Context: an optimization exercise on an open-source flow, tuned for small area. The choices shown serve that exercise and are no tape-out recipe. Function was checked by simulation only, so behaviour that the tests miss may differ from the original. Power figures rest on the tool's default switching activity, not on a simulated workload.

<file path="flow/flow/run.sh">
#!/bin/bash
# Standard ORFS layout, with minimum-size port buffers and no CTS dummy loads.
set -euo pipefail
export BUFFER_PORTS_ARGS="-buffer_cell sky130_fd_sc_hd__buf_1"
export CTS_ARGS="-sink_clustering_enable -repair_clock_nets -dont_use_dummy_load -buf_list sky130_fd_sc_hd__clkbuf_8 -root_buf sky130_fd_sc_hd__clkbuf_8 -sink_clustering_size 12 -sink_clustering_max_diameter 80"
bash standard.sh > standard_flow.log 2>&1
</file>
<file path="flow/standard.sh">
#!/bin/bash
# synth_recipe.tcl (not shown) runs the flow's synth.tcl, then flattens the netlist and writes it again
# the make line also repeats each setting of config.mk as NAME=value (left out here)
make -C /OpenROAD-flow-scripts/flow DESIGN_CONFIG=/design/flow/config.mk WORK_HOME=/design/flow/orfs CLKGATE_MAP_FILE= SYNTH_SCRIPT=/design/flow/synth_recipe.tcl "${@:-finish}"
</file>
<file path="flow/config.mk">
export PLATFORM = sky130hd
export DESIGN_NAME = data_checker
export DESIGN_NICKNAME = data_checker
export VERILOG_FILES = /design/flow/design.v
export SDC_FILE = /design/flow/constraint.sdc
export NUM_CORES = 4
export LEC_CHECK = 0
export CAP_MARGIN = 10
export CELL_PAD_IN_SITES_DETAIL_PLACEMENT = 1
export CELL_PAD_IN_SITES_GLOBAL_PLACEMENT = 2
export CORE_AREA = 5 5 645 645
export DIE_AREA = 0 0 650 650
export PLACE_DENSITY = 0.4
export SLEW_MARGIN = 10
export SYNTH_HIERARCHICAL = 1
</file>
<file path="flow/constraint.sdc">
create_clock -name core_clock -period 10.0 [get_ports {clk}]
set_input_delay 2.0000 -clock core_clock [delete_from_list [all_inputs] [get_ports {clk}]]
set_output_delay 2.0000 -clock core_clock [all_outputs]
set_load 0.01 [all_outputs]
</file>
<file path="flow/design.v">
module byte_swap #
(
    parameter DW = 32    
)
(
    input  [DW-1:0] I,
    output [DW-1:0] O
);  
localparam BC = DW / 8;
genvar i;
for (i=0; i<BC; i=i+1) begin
    assign O[i*8 +:8] = I[(BC-1-i)*8 +:8];
end 
endmodule
module data_checker # (FREQ_HZ = 1000)
(
    input   clk, resetn,
    input   channel,
    input[31:0]     axis_pattern_tdata,
    input           axis_pattern_tvalid,
    output          axis_pattern_tready,
    input[511:0]    axis_eth_tdata,
    input           axis_eth_tvalid,
    input           axis_eth_tlast,
    input           axis_eth_tuser,
    output          axis_eth_tready,
    input[15:0]     PACKET_SIZE,
    input[31:0]     FRAME_SIZE,
    input[63:0]     RFD_ADDR, RFD_SIZE,
    input[63:0]     RMD_ADDR, RMD_SIZE,
    input[63:0]     RFC_ADDR,
    input[31:0]     PACKETS_PER_GROUP,
    output eth_active,
    output reg[63:0] total_packets_rcvd,
    output reg[63:0] malformed_packets,
    output reg[31:0] expected_fc,
    output reg[31:0] expected_frame_pattern,
    output    [63:0] expected_rdmx_addr,
    output    [15:0] expected_rdmx_seq,
    output    [17:0] error,
    output    [511:0] error_data,
    output all_good
);
function integer bits_for;
    input integer v;
    integer n;
    begin
        n = 1;
        while ((v >> n) != 0) n = n + 1;
        bits_for = n;
    end
endfunction
localparam DATA_TIMEOUT = FREQ_HZ * 2;
localparam TW = bits_for(DATA_TIMEOUT);
localparam RDMX_MAGIC = 16'h0122;
function [63:0] inc64;
    input [63:0] a;
    input        ci;
    integer j, k;
    reg cb, cs;
    begin
        cs = ci;
        for (j = 0; j < 8; j = j + 1) begin
            cb = cs;
            for (k = 0; k < 8; k = k + 1) begin
                inc64[8*j+k] = a[8*j+k] ^ cb;
                cb = cb & a[8*j+k];
            end
            cs = cs & (&a[8*j +: 8]);
        end
    end
endfunction
function [63:0] dec64;
    input [63:0] a;
    input        bi;
    integer j, k;
    reg cb, cs;
    begin
        cs = bi;
        for (j = 0; j < 8; j = j + 1) begin
            cb = cs;
            for (k = 0; k < 8; k = k + 1) begin
                dec64[8*j+k] = a[8*j+k] ^ cb;
                cb = cb & ~a[8*j+k];
            end
            cs = cs & ~(|a[8*j +: 8]);
        end
    end
endfunction
function [16:0] add16;
    input [15:0] a, b;
    integer k;
    reg c;
    begin
        c = 1'b0;
        for (k = 0; k < 16; k = k + 1) begin
            add16[k] = a[k] ^ b[k] ^ c;
            c = (a[k] & b[k]) | (c & (a[k] ^ b[k]));
        end
        add16[16] = c;
    end
endfunction
function le16;
    input [15:0] a, b;
    integer k, w;
    reg [15:0] lt, eq;
    begin
        lt = ~a & b;
        eq = ~(a ^ b);
        for (w = 1; w < 16; w = w * 2)
            for (k = 0; k < 16; k = k + 2 * w) begin
                lt[k] = lt[k + w] | (eq[k + w] & lt[k]);
                eq[k] = eq[k + w] & eq[k];
            end
        le16 = lt[0] | eq[0];
    end
endfunction
function [16:0] sub16;
    input [15:0] a, b;
    integer k;
    reg c;
    begin
        c = 1'b1;
        for (k = 0; k < 16; k = k + 1) begin
            sub16[k] = a[k] ^ ~b[k] ^ c;
            c = (a[k] & ~b[k]) | (c & (a[k] ^ ~b[k]));
        end
        sub16[16] = ~c;
    end
endfunction
localparam FSM_GET_PATTERN      = 0;
localparam FSM_GET_FDATA_HEADER = 1;
localparam FSM_GET_FDATA_PACKET = 2;
localparam FSM_GET_MDATA_HEADER = 3;
localparam FSM_GET_MDATA_PACKET = 4;
localparam FSM_GET_FC_HEADER    = 5;
localparam FSM_GET_FC_PACKET    = 6;
reg [2:0] fsm_state;
reg  [5:0] err_bits;
wire checking = (err_bits == 0);
assign all_good = checking;
assign axis_pattern_tready = resetn & (~checking | (fsm_state == FSM_GET_PATTERN));
assign axis_eth_tready     = resetn & (~checking | (fsm_state != FSM_GET_PATTERN));
wire axis_pattern_handshake = axis_pattern_tvalid & axis_pattern_tready;
wire axis_eth_handshake     = axis_eth_tvalid     & axis_eth_tready;
wire take_pattern = checking & (fsm_state == FSM_GET_PATTERN) & axis_pattern_tvalid & resetn;
reg reg_valid, reg_tlast, reg_well_formed;
always @(posedge clk) begin
    reg_valid <= axis_eth_handshake;
    if (axis_eth_handshake) begin
        reg_tlast       <= axis_eth_tlast;
        reg_well_formed <= ~axis_eth_tuser;
    end
end
wire[511:0] e = error_data;
wire[15:0]  h_ip4_length    = e[383:368];      
wire[15:0]  h_rdmx_magic    = e[175:160];
wire[63:0]  h_rdmx_address  = e[159:096];
wire[15:0]  h_rdmx_seq_num  = e[095:080];
wire[31:0]  h_frame_counter = {e[487:480], e[495:488], e[503:496], e[511:504]};
wire in_fdh = (fsm_state == FSM_GET_FDATA_HEADER);
wire in_fdp = (fsm_state == FSM_GET_FDATA_PACKET);
wire in_mdh = (fsm_state == FSM_GET_MDATA_HEADER);
wire in_mdp = (fsm_state == FSM_GET_MDATA_PACKET);
wire in_fch = (fsm_state == FSM_GET_FC_HEADER);
wire in_fcp = (fsm_state == FSM_GET_FC_PACKET);
wire proc  = checking & reg_valid;           
wire check = proc & reg_well_formed;         
localparam [10:0] LFSR_IDLE = 11'h7FF;
function [10:0] lfsr_step;
    input [10:0] t;
    lfsr_step = {t[9:0], t[10] ^ t[8]};
endfunction
function [10:0] lfsr_start;
    input integer steps;
    integer n;
    reg [10:0] t;
    begin
        t = LFSR_IDLE;
        for (n = 0; n < 2047 - steps; n = n + 1)
            t = lfsr_step(t);
        lfsr_start = t;
    end
endfunction
generate
if (DATA_TIMEOUT < 2047) begin : g_lfsr_timer
    localparam [10:0] LFSR_START = lfsr_start(DATA_TIMEOUT);
    reg [10:0] eth_active_timer;
    assign eth_active = (eth_active_timer != LFSR_IDLE);
    always @(posedge clk) begin
        if (resetn == 0)
            eth_active_timer <= LFSR_IDLE;
        else if (axis_eth_tvalid)
            eth_active_timer <= LFSR_START;
        else if (eth_active)
            eth_active_timer <= lfsr_step(eth_active_timer);
    end
end else begin : g_count_timer
    reg [TW-1:0] eth_active_timer;
    assign eth_active = (eth_active_timer != 0);
    wire[63:0] tmr_dec = dec64({{(64-TW){1'b0}}, eth_active_timer}, 1'b1);
    always @(posedge clk) begin
        if (resetn == 0)
            eth_active_timer <= 0;
        else if (axis_eth_tvalid)
            eth_active_timer <= DATA_TIMEOUT;
        else if (eth_active)
            eth_active_timer <= tmr_dec[TW-1:0];
    end
end
endgenerate
wire pkt_end = reg_valid & reg_tlast;
wire[63:0] seq_inc = inc64({48'd0, total_packets_rcvd[15:0]}, 1'b1);
assign expected_rdmx_seq = seq_inc[15:0];
always @(posedge clk) begin
    if (resetn == 0) begin
        total_packets_rcvd <= 0;
        malformed_packets  <= 0;
    end else begin
        total_packets_rcvd <= inc64(total_packets_rcvd, checking & pkt_end);
        malformed_packets  <= inc64(malformed_packets,  pkt_end & ~reg_well_formed);
    end
end
wire [2:0] ps_log = {|PACKET_SIZE[13:10], |{PACKET_SIZE[13:12], PACKET_SIZE[9:8]}, |{PACKET_SIZE[13], PACKET_SIZE[11], PACKET_SIZE[9], PACKET_SIZE[7]}};
wire ps_ok = (PACKET_SIZE[15:14] == 0) & (PACKET_SIZE[5:0] == 0) & (PACKET_SIZE[13:6] != 0) & ((PACKET_SIZE[13:6] & (PACKET_SIZE[13:6] - 8'd1)) == 0);
wire [24:0] pph_s = FRAME_SIZE[31:7] >> ps_log;
wire [31:0] pph = ps_ok ? {7'd0, pph_s} : 32'd0;
reg [31:0] fd_packets_left;
wire[63:0] fdpl_dec = dec64({32'd0, fd_packets_left}, 1'b1);
wire       last_fd_packet = (fd_packets_left == 0);
reg [31:0] hframe_cycle;
reg        in_footer;
wire[63:0] hfc_inc = inc64({32'd0, hframe_cycle}, 1'b1);
wire[63:0] ffc_hi  = dec64({47'd0, FRAME_SIZE[31:15]}, 1'b1);
wire[31:0] first_footer_hframe_cycle = {ffc_hi[23:0], FRAME_SIZE[14:7]};
wire       footer_at_0 = (FRAME_SIZE[31:7] == 25'd256);
reg [7:0]  cycles_in_packet;
wire[63:0] cip_inc = inc64({56'd0, cycles_in_packet}, 1'b1);
wire[63:0] fc_inc = inc64({32'd0, expected_fc}, 1'b1);
reg [63:0] fd_addr, fd_left;
reg        fd_addr_cy, fd_left_bw;
reg [63:7] md_addr, md_left;
wire[16:0] fd_addr_lo = add16(fd_addr[15:0], PACKET_SIZE);
wire[16:0] fd_left_lo = sub16(fd_left[15:0], PACKET_SIZE);
wire[63:0] fd_addr_hi = inc64({16'd0, fd_addr[63:16]}, 1'b1);
wire[63:0] fd_left_hi = dec64({16'd0, fd_left[63:16]}, 1'b1);
wire       fd_wrap    = (fd_left[63:16] == 0) & le16(fd_left[15:0], PACKET_SIZE);
reg [1:0]  md_phase;              
reg        md_addr_cy, md_left_bw;
wire       md_step     = md_phase != 0;
wire[63:0] md_addr_inc = inc64({45'd0, md_addr[25:7]}, md_step ? md_addr_cy : 1'b1);
wire[63:0] md_left_dec = dec64({45'd0, md_left[25:7]}, md_step ? md_left_bw : 1'b1);
wire       md_wrap     = (md_left[63:8] == 0) & (~md_left[7] | (RMD_SIZE[6:0] == 0));
wire[63:0] exp_addr = ({64{in_fdh}} & fd_addr)
                    | ({64{in_mdh}} & {md_addr, RMD_ADDR[6:0]})
                    | ({64{in_fch}} & RFC_ADDR);
wire addr_error = err_bits[3];
assign expected_rdmx_addr = {64{addr_error}} & fd_addr;
wire bad_magic, bad_seq, bad_len, bad_addr;
header_compare i_header_compare (
    .magic(h_rdmx_magic), .seq(h_rdmx_seq_num), .len(h_ip4_length), .addr(h_rdmx_address),
    .exp_seq(expected_rdmx_seq), .packet_size(PACKET_SIZE), .exp_addr(exp_addr),
    .in_fdh(in_fdh), .in_mdh(in_mdh),
    .bad_magic(bad_magic), .bad_seq(bad_seq), .bad_len(bad_len), .bad_addr(bad_addr));
wire hdr_bytes_diff, ftr_bytes_diff, other_diff;
pattern_compare i_pattern_compare (.e(e), .p(expected_frame_pattern), .hdr_diff(hdr_bytes_diff), .ftr_diff(ftr_bytes_diff), .other_diff(other_diff));
wire hdr_cycle  = (channel == 0) & (hframe_cycle[31:8] == 0) & (hframe_cycle[1] == 0);
wire ftr_cycle  = (channel == 1) & in_footer & (hframe_cycle[1:0] == 3);
wire bad_fdata  = other_diff | (hdr_bytes_diff & ~hdr_cycle) | (ftr_bytes_diff & ~ftr_cycle);
wire [7:0] exp_cycles = in_fdp ? PACKET_SIZE[13:6] : in_mdp ? 8'd2 : 8'd1;
wire bad_plen  = reg_tlast & (cycles_in_packet != exp_cycles);
wire bad_fc    = (h_frame_counter != expected_fc);
wire [5:0]  hdr_bits = {2'b00, bad_addr, bad_len, bad_seq, bad_magic};
wire [5:0] fail_bits =
      ({6{check & (in_fdh | in_mdh | in_fch)}} & hdr_bits)
    | ({6{check & in_fdp}} & {bad_plen, bad_fdata, 4'b0})
    | ({6{check & in_mdp}} & {bad_plen, 5'b0})
    | ({6{check & in_fcp}} & {bad_plen, bad_fc, 4'b0});
wire fail      = (fail_bits != 0);
wire kind_fd = (fsm_state == FSM_GET_FDATA_HEADER) | (fsm_state == FSM_GET_FDATA_PACKET);
wire kind_md = (fsm_state == FSM_GET_MDATA_HEADER) | (fsm_state == FSM_GET_MDATA_PACKET);
wire kind_fc = (fsm_state == FSM_GET_FC_HEADER)    | (fsm_state == FSM_GET_FC_PACKET);
assign error = {err_bits & {6{kind_fc}}, err_bits & {6{kind_md}}, err_bits & {6{kind_fd}}};
wire plen_fail = check & (in_fdp | in_mdp | in_fcp) & bad_plen;
wire addr_ok   = ~(reg_well_formed & bad_addr);
wire addr_fail = check & (in_fdh | in_mdh | in_fch) & bad_addr;
reg [2:0] fsm_next;
always @* begin
    fsm_next = fsm_state;
    case (fsm_state)
        FSM_GET_PATTERN:
            if (axis_pattern_tvalid) fsm_next = FSM_GET_FDATA_HEADER;
        FSM_GET_FDATA_HEADER:
            if (reg_valid) fsm_next = FSM_GET_FDATA_PACKET;
        FSM_GET_FDATA_PACKET:
            if (reg_valid & reg_tlast)
                fsm_next = last_fd_packet ? FSM_GET_MDATA_HEADER : FSM_GET_FDATA_HEADER;
        FSM_GET_MDATA_HEADER:
            if (reg_valid) fsm_next = FSM_GET_MDATA_PACKET;
        FSM_GET_MDATA_PACKET:
            if (reg_valid & reg_tlast) fsm_next = FSM_GET_FC_HEADER;
        FSM_GET_FC_HEADER:
            if (reg_valid) fsm_next = FSM_GET_FC_PACKET;
        FSM_GET_FC_PACKET:
            if (reg_valid & reg_tlast) fsm_next = FSM_GET_PATTERN;
        default: ;
    endcase
end
wire[511:0] in_data_be;
genvar gb;
generate
    for (gb = 0; gb < 64; gb = gb + 1) begin : g_swap
        assign in_data_be[gb*8 +: 8] = axis_eth_tdata[(63-gb)*8 +: 8];
    end
endgenerate
wire store_raw = (fsm_next == FSM_GET_FDATA_PACKET);
wire ed_load   = checking & ~fail;
wire ed_hold   = ~checking | (fail & ~plen_fail);
error_data_reg i_error_data (
    .clk    (clk),
    .ld_raw (ed_load & store_raw),
    .ld_swap(ed_load & ~store_raw),
    .hold   (ed_hold),
    .ld_len (checking & plen_fail),
    .raw    (axis_eth_tdata),
    .swapped(in_data_be),
    .len    (cycles_in_packet),
    .q      (error_data)
);
always @(posedge clk) begin
    if (resetn == 0) begin
        fsm_state   <= FSM_GET_PATTERN;
        expected_fc <= 0;
        err_bits    <= 0;
    end else if (checking) begin
        if (~fail)
            fsm_state <= fsm_next;
        err_bits <= fail_bits;
        if (take_pattern) begin
            expected_frame_pattern <= axis_pattern_tdata;
            expected_fc            <= fc_inc[31:0];
        end
    end
end
always @(posedge clk) begin
    if (checking) begin
        if (take_pattern) begin
            fd_packets_left <= pph;
            hframe_cycle    <= 0;
            in_footer       <= footer_at_0;
        end
        if (reg_valid)
            cycles_in_packet <= cip_inc[7:0];
        if (reg_valid & (in_fdh | in_mdh | in_fch))
            cycles_in_packet <= 1;
        if (reg_valid & in_fdh)
            fd_packets_left <= fdpl_dec[31:0];
        if (reg_valid & in_fdp) begin
            hframe_cycle <= hfc_inc[31:0];
            if (hfc_inc[32])
                in_footer <= footer_at_0;
            else if (hfc_inc[31:0] == first_footer_hframe_cycle)
                in_footer <= 1'b1;
        end
    end
end
always @(posedge clk) begin
    if (resetn == 0) begin
        fd_addr    <= RFD_ADDR;
        fd_left    <= RFD_SIZE;
        fd_addr_cy <= 1'b0;
        fd_left_bw <= 1'b0;
        md_addr    <= RMD_ADDR[63:7];
        md_left    <= RMD_SIZE[63:7];
        md_phase   <= 2'd0;
    end else begin
        fd_addr_cy <= 1'b0;
        fd_left_bw <= 1'b0;
        if (fd_addr_cy) fd_addr[63:16] <= fd_addr_hi[47:0];
        if (fd_left_bw) fd_left[63:16] <= fd_left_hi[47:0];
        if (proc & in_fdh & addr_ok) begin
            if (fd_wrap) begin
                fd_addr <= RFD_ADDR;
                fd_left <= RFD_SIZE;
            end else begin
                fd_addr[15:0] <= fd_addr_lo[15:0];
                fd_left[15:0] <= fd_left_lo[15:0];
                fd_addr_cy    <= fd_addr_lo[16];
                fd_left_bw    <= fd_left_lo[16];
            end
        end
        if (addr_fail)
            fd_addr <= exp_addr;
        if (md_step) begin
            md_addr    <= {md_addr_inc[18:0], md_addr[63:26]};
            md_left    <= {md_left_dec[18:0], md_left[63:26]};
            md_addr_cy <= md_addr_inc[19];
            md_left_bw <= md_left_dec[19];
            md_phase   <= md_phase - 2'd1;
        end
        if (proc & in_mdh & addr_ok) begin
            if (md_wrap) begin
                md_addr <= RMD_ADDR[63:7];
                md_left <= RMD_SIZE[63:7];
            end else begin
                md_addr    <= {md_addr_inc[18:0], md_addr[63:26]};
                md_left    <= {md_left_dec[18:0], md_left[63:26]};
                md_addr_cy <= md_addr_inc[19];
                md_left_bw <= md_left_dec[19];
                md_phase   <= 2'd2;
            end
        end
    end
end
endmodule
module error_data_reg
(
    input            clk,
    input            ld_raw, ld_swap, hold, ld_len,
    input  [511:0]   raw, swapped,
    input  [7:0]     len,
    output reg[511:0] q
);
always @(posedge clk)
    q <= ({512{ld_raw}}  & raw)
       | ({512{ld_swap}} & swapped)
       | ({512{hold}}    & q)
       | ({512{ld_len}}  & {504'd0, len});
endmodule
module pattern_compare
(
    input  [511:0] e,
    input  [31:0]  p,
    output reg     hdr_diff, ftr_diff, other_diff
);
reg  g_and_h, g_or_h, g_and_f, g_or_f, g_and_o, g_or_o;
integer k, m;
always @* begin
    hdr_diff = 0;
    ftr_diff = 0;
    other_diff     = 0;
    for (k = 0; k < 32; k = k + 1) begin
        g_and_h = 1; g_or_h = 0;
        g_and_f = 1; g_or_f = 0;
        g_and_o = 1; g_or_o = 0;
        for (m = 0; m < 16; m = m + 1) begin
            if (k < 8 && m % 2 == 0) begin
                g_and_h = g_and_h & e[32*m+k];
                g_or_h  = g_or_h  | e[32*m+k];
            end else if (k >= 24 && m % 2 == 1 && m >= 9) begin
                g_and_f = g_and_f & e[32*m+k];
                g_or_f  = g_or_f  | e[32*m+k];
            end else begin
                g_and_o = g_and_o & e[32*m+k];
                g_or_o  = g_or_o  | e[32*m+k];
            end
        end
        if (k < 8)
            hdr_diff = hdr_diff | (p[k] ? ~g_and_h : g_or_h);
        if (k >= 24)
            ftr_diff = ftr_diff | (p[k] ? ~g_and_f : g_or_f);
        other_diff = other_diff | (p[k] ? ~g_and_o : g_or_o);
    end
end
endmodule
module header_compare
(
    input  [15:0] magic, seq, len,
    input  [63:0] addr,
    input  [15:0] exp_seq, packet_size,
    input  [63:0] exp_addr,
    input         in_fdh, in_mdh,
    output        bad_magic, bad_seq, bad_len, bad_addr
);
wire [16:0] fd_ip_len = packet_size + 16'd50;
wire [15:0] exp_len   = in_fdh ? fd_ip_len[15:0] : in_mdh ? 16'd178 : 16'd54;
assign bad_magic = (magic != 16'h0122);
assign bad_seq   = (seq != exp_seq);
assign bad_len   = (len != exp_len) | (in_fdh & fd_ip_len[16]);
assign bad_addr  = (addr != exp_addr);
endmodule
</file>
==> results.py, run 1 <==
metrics = {
    "drt": {
        "drt_drc_violations_left": 0,
        "avgRoutedWirePerCell_um": 38.9,
        "drt-initial-drc-count": 7625,
        "ant_nets_after_route": 0,
        "firstDrtPassIters": 13,
        "drt-total-wl_um": 494000,
        "vias_after_detailed_routing": 55741,
        "vias_per_cell": 4.39,
    },
    "synth": {
        "synth_top_cells_by_count": "sky130_fd_sc_hd__dfxtp_1 (793), sky130_fd_sc_hd__inv_1 (671), sky130_fd_sc_hd__a222oi_1 (504), sky130_fd_sc_hd__ha_1 (375), sky130_fd_sc_hd__nor2_1 (375)",
        "synth_top_area_cell": "sky130_fd_sc_hd__dfxtp_1",
        "synthesis.area_per_instance_um2": 9.92,
        "async_reset_ff_frac": 0,
        "synth_fp_nets": 6834,
        "yosysUniqueCellTypes": 84,
        "postSynth.topFlopCell": "sky130_fd_sc_hd__dfxtp_1",
        "post_synthesis_cell_area_mm2": 0.0543,
        "synth-edff-count": 255,
        "cell_types_occupying_the_most_area_after_synthesis": "sky130_fd_sc_hd__dfxtp_1 (29%), sky130_fd_sc_hd__edfxtp_1 (14%), sky130_fd_sc_hd__a222oi_1 (9.3%)",
        "post-synth-top-count-cell": "sky130_fd_sc_hd__dfxtp_1",
        "synth_top_area_share": 0.292,
        "synth-seq-cells": 1048,
        "yosys_warnings": 9,
        "postSynthCellCount": 5478,
        "sequential_area_share_after_synthesis": 0.433,
    },
    "min_path": {
        "holdCritStartpoint": "g_lfsr_timer.eth_active_timer[2]",
        "timing.hold.worst.class": "reg2reg",
        "timing.hold.worst_path_depth": 1,
    },
    "timing": {
        "max_slew_margin": 0.0977,
        "tightest_pin_transition_ns": 1.34,
        "report.final.setup_viol": 0,
        "setup_tns_ns": 0,
        "rsz0062_at_grt": "false",
        "final_cycle_share": 0.798,
        "final_hold_viol_count": 0,
        "slew_viol_final": 0,
        "fin_skew_ns": 0.149,
        "layout_min_cycle_time_ns": 7.98,
        "hold-worst-slack_ns": 0.424,
        "fmax_ghz": 0.125,
    },
    "floorplanning": {
        "starting_density": 0.133,
        "i_o_pin_count": 1757,
        "core_ar_mm2": 0.409,
        "rows": 235,
        "die_y_um": 650,
        "die_area_mm2": 0.423,
        "die_w_um": 650,
    },
    "place": {
        "gp_congestion": 0.946,
        "placed_wire_length_estimate_after_detailed_placement_um": 422000,
        "io_buffers": 1717,
        "placed_standard_cell_area_mm2": 0.0670,
    },
    "clock_network": {
        "cts_resized": 0,
        "clk_latency_ns": 1.05,
        "cts.hold.buffers_added": 0,
        "clkSlewWorstSetupHoldPaths_ns": 0.08,
        "setup_fix_buffers_added_after_clock_tree_synthesis": 0,
        "cts_sinks": 1048,
        "total_cts_buffers": 140,
        "ctsHtreeMaxLevel": 4,
        "clockRootBuffer": "sky130_fd_sc_hd__clkbuf_8",
        "clock_path_buffers": 4,
        "cts_tree": "done",
    },
    "power_and_ir_drop": {
        "p_sw_frac": 0.444,
        "power.share.sequential": 0.486,
        "p_switching_uw": 5690,
        "internal_power_uw": 7130,
        "clkPwrFrac": 0.249,
        "power.density_cell_area_mw_per_mm2": 185,
        "leakagePower_uw": 0.0261,
        "peak_supply_drop_v": 0.0000744,
        "combinationalPowerShare": 0.265,
    },
    "finish": {
        "multi_input_comb_area_mm2": 0.0262,
        "final_layout_size_suffix_gt1_frac": 0.0674,
        "fill_cells": 48261,
        "post-route-util": 0.169,
        "final_area_mm2": 0.0691,
        "synthToLayoutAreaGrowth_pct": 27.3,
        "regArea_mm2": 0.0236,
        "nets": 8513,
    },
    "global_routing": {
        "grt-ovfl-total": 0,
        "grt_use_total": 0.222,
        "grt_max_degree": 191,
        "initial_antenna_violation_count": 270,
        "grt_pass1_wl_um": 616000,
        "grt_pass1_vias": 55304,
    },
    "worst_setup_path": {
        "worstPathArrival_ns": 8.77,
        "timing.rr.start": "fsm_state[1]",
        "reg2regPathDepth": 18,
        "worst_setup_ep_type": "register",
        "path_class": "in2reg",
        "setup.worst_path.start": "PACKET_SIZE[0]",
        "critical_path_required_ns": 10.79,
        "worstPathMaxFanout": 2,
        "setup.worst_path.start_class": "input pin",
    },
    "run": {
        "cap_violations": 0,
    },
    "run_status": {
        "outcome": "timing/DRC/antenna clean",
    },
}
[layer usage]
metal	up-vias	GRT usage	part of all wire
met4	82	0.0874	0.046
met3	675	0.0723	0.089
li1	23854	-	-
met1	28399	0.260	0.39
met2	2731	0.375	0.47
met5	-	0	0.0010
[final cells by class]
type,instances,area share
diodes,103,0.00373
well taps,5451,0.0986
multi-input cells,3412,0.379
flip-flops and latches,1048,0.341
repair buffers,1883,0.114
inverters,672,0.0365
clock buffers,140,0.0279
[registers in the layout, indices dropped and copies added (netlist names), 2 cells and up]
| name | flops |
|---|---|
| fsm_state | 3 |
| total_packets_rcvd | 64 |
| expected_frame_pattern | 32 |
| fd_left | 64 |
| hframe_cycle | 32 |
| err_bits | 6 |
| g_lfsr_timer.eth_active_timer | 11 |
| i_error_data.q | 512 |
| md_left | 57 |
| cycles_in_packet | 8 |
| malformed_packets | 64 |
| expected_fc | 32 |
| fd_packets_left | 32 |
| md_addr | 57 |
| fd_addr | 64 |
| md_phase | 2 |
[per-module statistics from Yosys (local to each module, per instance)]
module           flip-flops and latches  cells inside  area (um2)  copies in the design
data_checker                        536          3103       31300                     1
error_data_reg                      512          1716       18900                     1
pattern_compare                       0           450        2600                     1
header_compare                        0           209        1600                     1
[worst paths after layout]
check / endpoint / slack, ns
worst min register to register: g_lfsr_timer.eth_active_timer[3] / 0.42
worst max register to register: i_error_data.q[7] / 2.60
worst min-delay path: g_lfsr_timer.eth_active_timer[3] / 0.42
worst max-delay path: fd_addr[15] / 2.02
[cells by family after synthesis]
kind of cell,after synthesis,synth area share
simple gates,1534,0.147
buf+inv,1018,0.0881
mux,257,0.0527
flops,1048,0.433
xor+xnor,216,0.0348
fa+ha+maj,405,0.0974
compound gates,1000,0.147
[per-stage QoR]
step | cells | setup WS (ns) | power (uW)
CTS | 12606 | 2.15 | 13100
floorplan | 5478 | 1.82 | 6980
finish | 12709 | 2.02 | 12800
global placement | 12465 | 0.985 | 9760
detailed placement | 12466 | 0.993 | 9790
global route | 12635 | 1.95 | 13400
[cells in the final DEF, fill, tap and decap left out, types with 16 or more instances in the layout]
master / count
sky130_fd_sc_hd__o21ai_1: 31
sky130_fd_sc_hd__o21ai_0: 92
sky130_fd_sc_hd__buf_1: 1716
sky130_fd_sc_hd__buf_4: 151
sky130_fd_sc_hd__xor2_1: 50
sky130_fd_sc_hd__a31oi_1: 30
sky130_fd_sc_hd__and2_1: 202
sky130_fd_sc_hd__mux2i_1: 137
sky130_fd_sc_hd__nand4_1: 205
sky130_fd_sc_hd__a21oi_1: 157
sky130_fd_sc_hd__a22oi_1: 17
sky130_fd_sc_hd__dfxtp_1: 788
sky130_fd_sc_hd__a2bb2oi_1: 16
sky130_fd_sc_hd__and3_1: 48
sky130_fd_sc_hd__fa_1: 30
sky130_fd_sc_hd__a222oi_1: 504
sky130_fd_sc_hd__edfxtp_1: 255
sky130_fd_sc_hd__xnor2_1: 166
sky130_fd_sc_hd__o22ai_1: 91
sky130_fd_sc_hd__mux2_2: 102
sky130_fd_sc_hd__nor4_1: 181
sky130_fd_sc_hd__nor2_1: 371
sky130_fd_sc_hd__clkbuf_8: 140
sky130_fd_sc_hd__nand2_1: 249
sky130_fd_sc_hd__nor3_1: 70
sky130_fd_sc_hd__ha_1: 375
sky130_fd_sc_hd__inv_1: 669
sky130_fd_sc_hd__diode_2: 103
sky130_fd_sc_hd__nand3_1: 106
[critical path, cell delays in order]
cell and delay (ns):
sky130_fd_sc_hd__buf_1 0.10, sky130_fd_sc_hd__ha_1 0.21, sky130_fd_sc_hd__fa_1 0.39, sky130_fd_sc_hd__fa_1 0.42, sky130_fd_sc_hd__fa_1 0.43, sky130_fd_sc_hd__fa_1 0.40
sky130_fd_sc_hd__fa_1 0.40, sky130_fd_sc_hd__fa_1 0.50, sky130_fd_sc_hd__fa_1 0.42, sky130_fd_sc_hd__fa_1 0.40, sky130_fd_sc_hd__fa_1 0.39, sky130_fd_sc_hd__fa_1 0.39
sky130_fd_sc_hd__fa_1 0.38, sky130_fd_sc_hd__inv_1 0.09, sky130_fd_sc_hd__fa_1 0.18, sky130_fd_sc_hd__inv_1 0.06, sky130_fd_sc_hd__fa_1 0.41, sky130_fd_sc_hd__fa_1 0.39
sky130_fd_sc_hd__inv_1 0.08, sky130_fd_sc_hd__fa_1 0.41, sky130_fd_sc_hd__inv_1 0.06, sky130_fd_sc_hd__o22ai_1 0.07, sky130_fd_sc_hd__a2bb2oi_1 0.19
[power by group through the flow]
stage | clock (uW) | combinational, uW | sequential (uW)
floorplan | 0 | 1400 | 5590
global placement | 0 | 3420 | 6340
detailed placement | 0 | 3450 | 6350
CTS | 3390 | 3460 | 6250
global route | 3500 | 3620 | 6260
finish | 3190 | 3400 | 6230
==> run 2, diff against run 1 <==
--- a/flow/config.mk
+++ b/flow/config.mk
@@ -7,3 +7,3 @@
 export LEC_CHECK = 0
-export CAP_MARGIN = 10
+export CAP_MARGIN = 20
 export CELL_PAD_IN_SITES_DETAIL_PLACEMENT = 1
@@ -13,3 +13,3 @@
 export PLACE_DENSITY = 0.4
-export SLEW_MARGIN = 10
+export SLEW_MARGIN = 20
 export SYNTH_HIERARCHICAL = 1
==> run 2 against run 1 <==
Compared with the run above:
- synthesized area is the same
- worst setup slack lost 0.019 ns
- clock skew is 0.0079 ns lower
- routed wire length barely moved
- combinational power about the same
- critical path type unchanged
==> results.py, run 2 <==
metrics = {
    "run_status": {
        "outcome": "timing/DRC/antenna clean",
    },
    "finish": {
        "mostFrequentLayoutCell": "sky130_fd_sc_hd__buf_1",
        "final_layout_size_suffix_gt1_frac": 0.0685,
        "largest-register": "i_error_data.q",
        "layoutNonFillerInstCount": 12702,
        "nets": 8516,
        "layout_common_cells": "sky130_fd_sc_hd__buf_1 (1712), sky130_fd_sc_hd__dfxtp_1 (788), sky130_fd_sc_hd__inv_1 (669)",
        "largest_register_ffs": 512,
        "synthToLayoutAreaGrowth_pct": 27.3,
    },
    "global_routing": {
        "global_route_met3_utilization": 0.0658,
        "grt_use_total": 0.222,
        "grt-ovfl-total": 0,
        "initial_antenna_violation_count": 261,
        "grt_pass1_vias": 55474,
        "grt_pass1_wl_um": 617000,
        "gr-max-usage-layer": "met2",
        "use_met1": 0.264,
        "grt_max_degree": 191,
        "use_met2": 0.379,
    },
    "place": {
        "io_buffers": 1717,
        "place_ws_ns": 0.996,
        "gp_congestion": 0.946,
        "placed_wire_length_estimate_after_detailed_placement_um": 422000,
        "post-place-cells": 12466,
    },
    "timing": {
        "layout_min_cycle_time_ns": 8.00,
        "final_hold_viol_count": 0,
        "final_cycle_share": 0.800,
        "max_slew_margin": 0.159,
        "setup_tns_ns": 0,
        "rsz0062_at_grt": "false",
        "tightest_pin_transition_ns": 1.25,
        "slew_viol_final": 0,
        "fmax_ghz": 0.125,
        "hold-worst-slack_ns": 0.420,
        "fin_skew_ns": 0.142,
        "report.final.setup_viol": 0,
        "post-route-worst-setup-slack_ns": 2.00,
    },
    "floorplanning": {
        "i_o_pin_count": 1757,
        "rows": 235,
        "core_ar_mm2": 0.409,
        "die_w_um": 650,
        "starting_density": 0.133,
        "die_y_um": 650,
        "die_area_mm2": 0.423,
    },
    "worst_setup_path": {
        "setup.worst_path.start_class": "input pin",
        "worstPathMaxFanout": 2,
        "worstPathBufferInverterCount": 5,
        "cpMaxStageDelayCell": "sky130_fd_sc_hd__fa_1",
        "critical_path_required_ns": 10.78,
        "timing.critical_path.slowest_cell_delay_ns": 0.51,
        "worstPathArrival_ns": 8.77,
        "worst_setup_ep_type": "register",
        "critPathTopFamily": "adder cells",
        "critical-path-top-cell-by-count": "sky130_fd_sc_hd__fa_1",
        "path_class": "in2reg",
        "timing.rr.start": "fsm_state[1]",
        "setup.worst_path.start": "PACKET_SIZE[0]",
        "crit_path_cell_trace": "buf_1 > ha_1 > fa_1 > fa_1 > fa_1 > fa_1 > fa_1 > fa_1 > fa_1 > fa_1 > fa_1 > fa_1 > fa_1 > inv_1 > fa_1 > inv_1 > fa_1 > fa_1 > inv_1 > fa_1 > inv_1 > o22ai_1 > a2bb2oi_1",
    },
    "clock_network": {
        "clkSlewWorstSetupHoldPaths_ns": 0.09,
        "cts_tree": "done",
        "cts_sinks": 1048,
        "total_cts_buffers": 142,
        "cts_resized": 0,
        "clk_latency_ns": 1.03,
        "cts.hold.buffers_added": 0,
        "setup_fix_buffers_added_after_clock_tree_synthesis": 0,
        "ctsHtreeMaxLevel": 4,
        "clockRootBuffer": "sky130_fd_sc_hd__clkbuf_8",
        "clock_path_buffers": 4,
    },
    "synth": {
        "async_reset_ff_frac": 0,
        "synth_fp_nets": 6834,
        "synth_top_area_cell": "sky130_fd_sc_hd__dfxtp_1",
        "post-synth-top-count-cell": "sky130_fd_sc_hd__dfxtp_1",
        "postSynthCellCount": 5478,
        "post_synthesis_cell_area_mm2": 0.0543,
        "synth_top_area_share": 0.292,
        "synthesis.area_per_instance_um2": 9.92,
        "sequential_area_share_after_synthesis": 0.433,
        "yosysUniqueCellTypes": 84,
        "postSynth.topFlopCell": "sky130_fd_sc_hd__dfxtp_1",
        "synth_top_cells_by_count": "sky130_fd_sc_hd__dfxtp_1 (793), sky130_fd_sc_hd__inv_1 (671), sky130_fd_sc_hd__a222oi_1 (504), sky130_fd_sc_hd__ha_1 (375), sky130_fd_sc_hd__nor2_1 (375)",
        "cell_types_occupying_the_most_area_after_synthesis": "sky130_fd_sc_hd__dfxtp_1 (29%), sky130_fd_sc_hd__edfxtp_1 (14%), sky130_fd_sc_hd__a222oi_1 (9.3%)",
        "synth-seq-cells": 1048,
        "yosys_warnings": 9,
        "synth-edff-count": 255,
    },
    "drt": {
        "avgRoutedWirePerCell_um": 38.9,
        "ant_nets_after_route": 0,
        "vias_per_cell": 4.41,
        "drt-total-wl_um": 494000,
        "firstDrtPassIters": 12,
        "vias_after_detailed_routing": 56041,
        "drt_drc_violations_left": 0,
        "drt-initial-drc-count": 7373,
    },
    "power_and_ir_drop": {
        "power.density_cell_area_mw_per_mm2": 185,
        "post-layout-total-power_uw": 12800,
        "leakagePower_uw": 0.0261,
        "peak_supply_drop_v": 0.0000741,
    },
    "min_path": {
        "holdCritStartpoint": "g_lfsr_timer.eth_active_timer[3]",
        "timing.hold.worst.class": "reg2reg",
    },
    "run": {
        "cap_violations": 0,
    },
}
run 2: cell type report:
class	instances	area, um2
tap	5451	6820
fill	48255	340000
inverter	672	2530
multi-input combinational	3412	26200
antenna	93	233
sequential	1048	23600
clock buffer	142	1950
timing repair buffer	1884	7900
run 2: worst paths after layout:
kind                                      end  depth (start not counted)  slack [ns]
min          g_lfsr_timer.eth_active_timer[4]                          1        0.42
min reg2reg  g_lfsr_timer.eth_active_timer[4]                          1        0.42
max                               fd_addr[15]                         23        2.00
max reg2reg                 i_error_data.q[7]                         18        2.64
run 2: Yosys stat by module (local to each module, per instance):
module	area (um2)	cells	flops+latches	times used
error_data_reg	18900	1716	512	1
header_compare	1600	209	0	1
data_checker	31300	3103	536	1
pattern_compare	2600	450	0	1
run 2: layer usage:
layer	part of all wire	routed length, um
met5	0.00099	490
met4	0.041	20100
met3	0.082	40300
met2	0.48	236000
met1	0.40	197000
run 2: where the power goes:
part / total [uW] / internal (uW) / switching (uW)
Combinational: 3390 / 1010 / 2380
Sequential: 6230 / 4880 / 1350
Clock: 3210 / 1260 / 1950
Total: 12800 / 7150 / 5680
run 2: kinds of logic (layout without fill, tap and decap cells):
kind of cell	count (synthesis)	count (layout)	synth area share
other	0	93	0
AND/OR/NAND/NOR	1534	1534	0.147
adder cells (fa/ha/maj)	405	405	0.0974
AO/OA/AOI/OAI	1000	1000	0.147
flip-flops	1048	1048	0.433
buffers and inverters	1018	2698	0.0881
multiplexers	257	257	0.0527
XOR/XNOR	216	216	0.0348
run 2: metrics by stage:
step                cell area, um2   util
finish                       69200  0.169
CTS                          68900  0.169
floorplan                    54300      -
detailed placement           67000  0.164
global route                 69000  0.169
global placement             67000  0.164

port drivers added, routing unchanged:
The results above use ideal ports. As a check the final layouts listed here were re-extracted and re-timed, cells and wires unchanged. Step 1, drivers: a clkbuf_16 drives clk and a buf_2 each remaining input, both assumed. Step 2, shift: input delay + t, output delay - t, t = (earliest + latest rising clock arrival at the registers) / 2. This alone moves slack from input paths to output paths. Slacks: no drivers / after step 1 / after step 2; pairs: no drivers / after step 1.
| run | t (ns) | slack for setup (ns) | worst setup path at the end | cell pins on the clock port's net |
|---|---|---|---|---|
| run 1 | 1.075 | 2.023 / 2.073 / 0.997 | input to register | 1 |
| run 2 | 1.059 | 2.003 / 2.054 / 0.995 | input to register | 1 |
After both steps setup and hold are still met in every run listed. For run 1, which loses most, drivers alone change the setup slack by +0.050 ns; drivers and shift together by -1.026 ns.
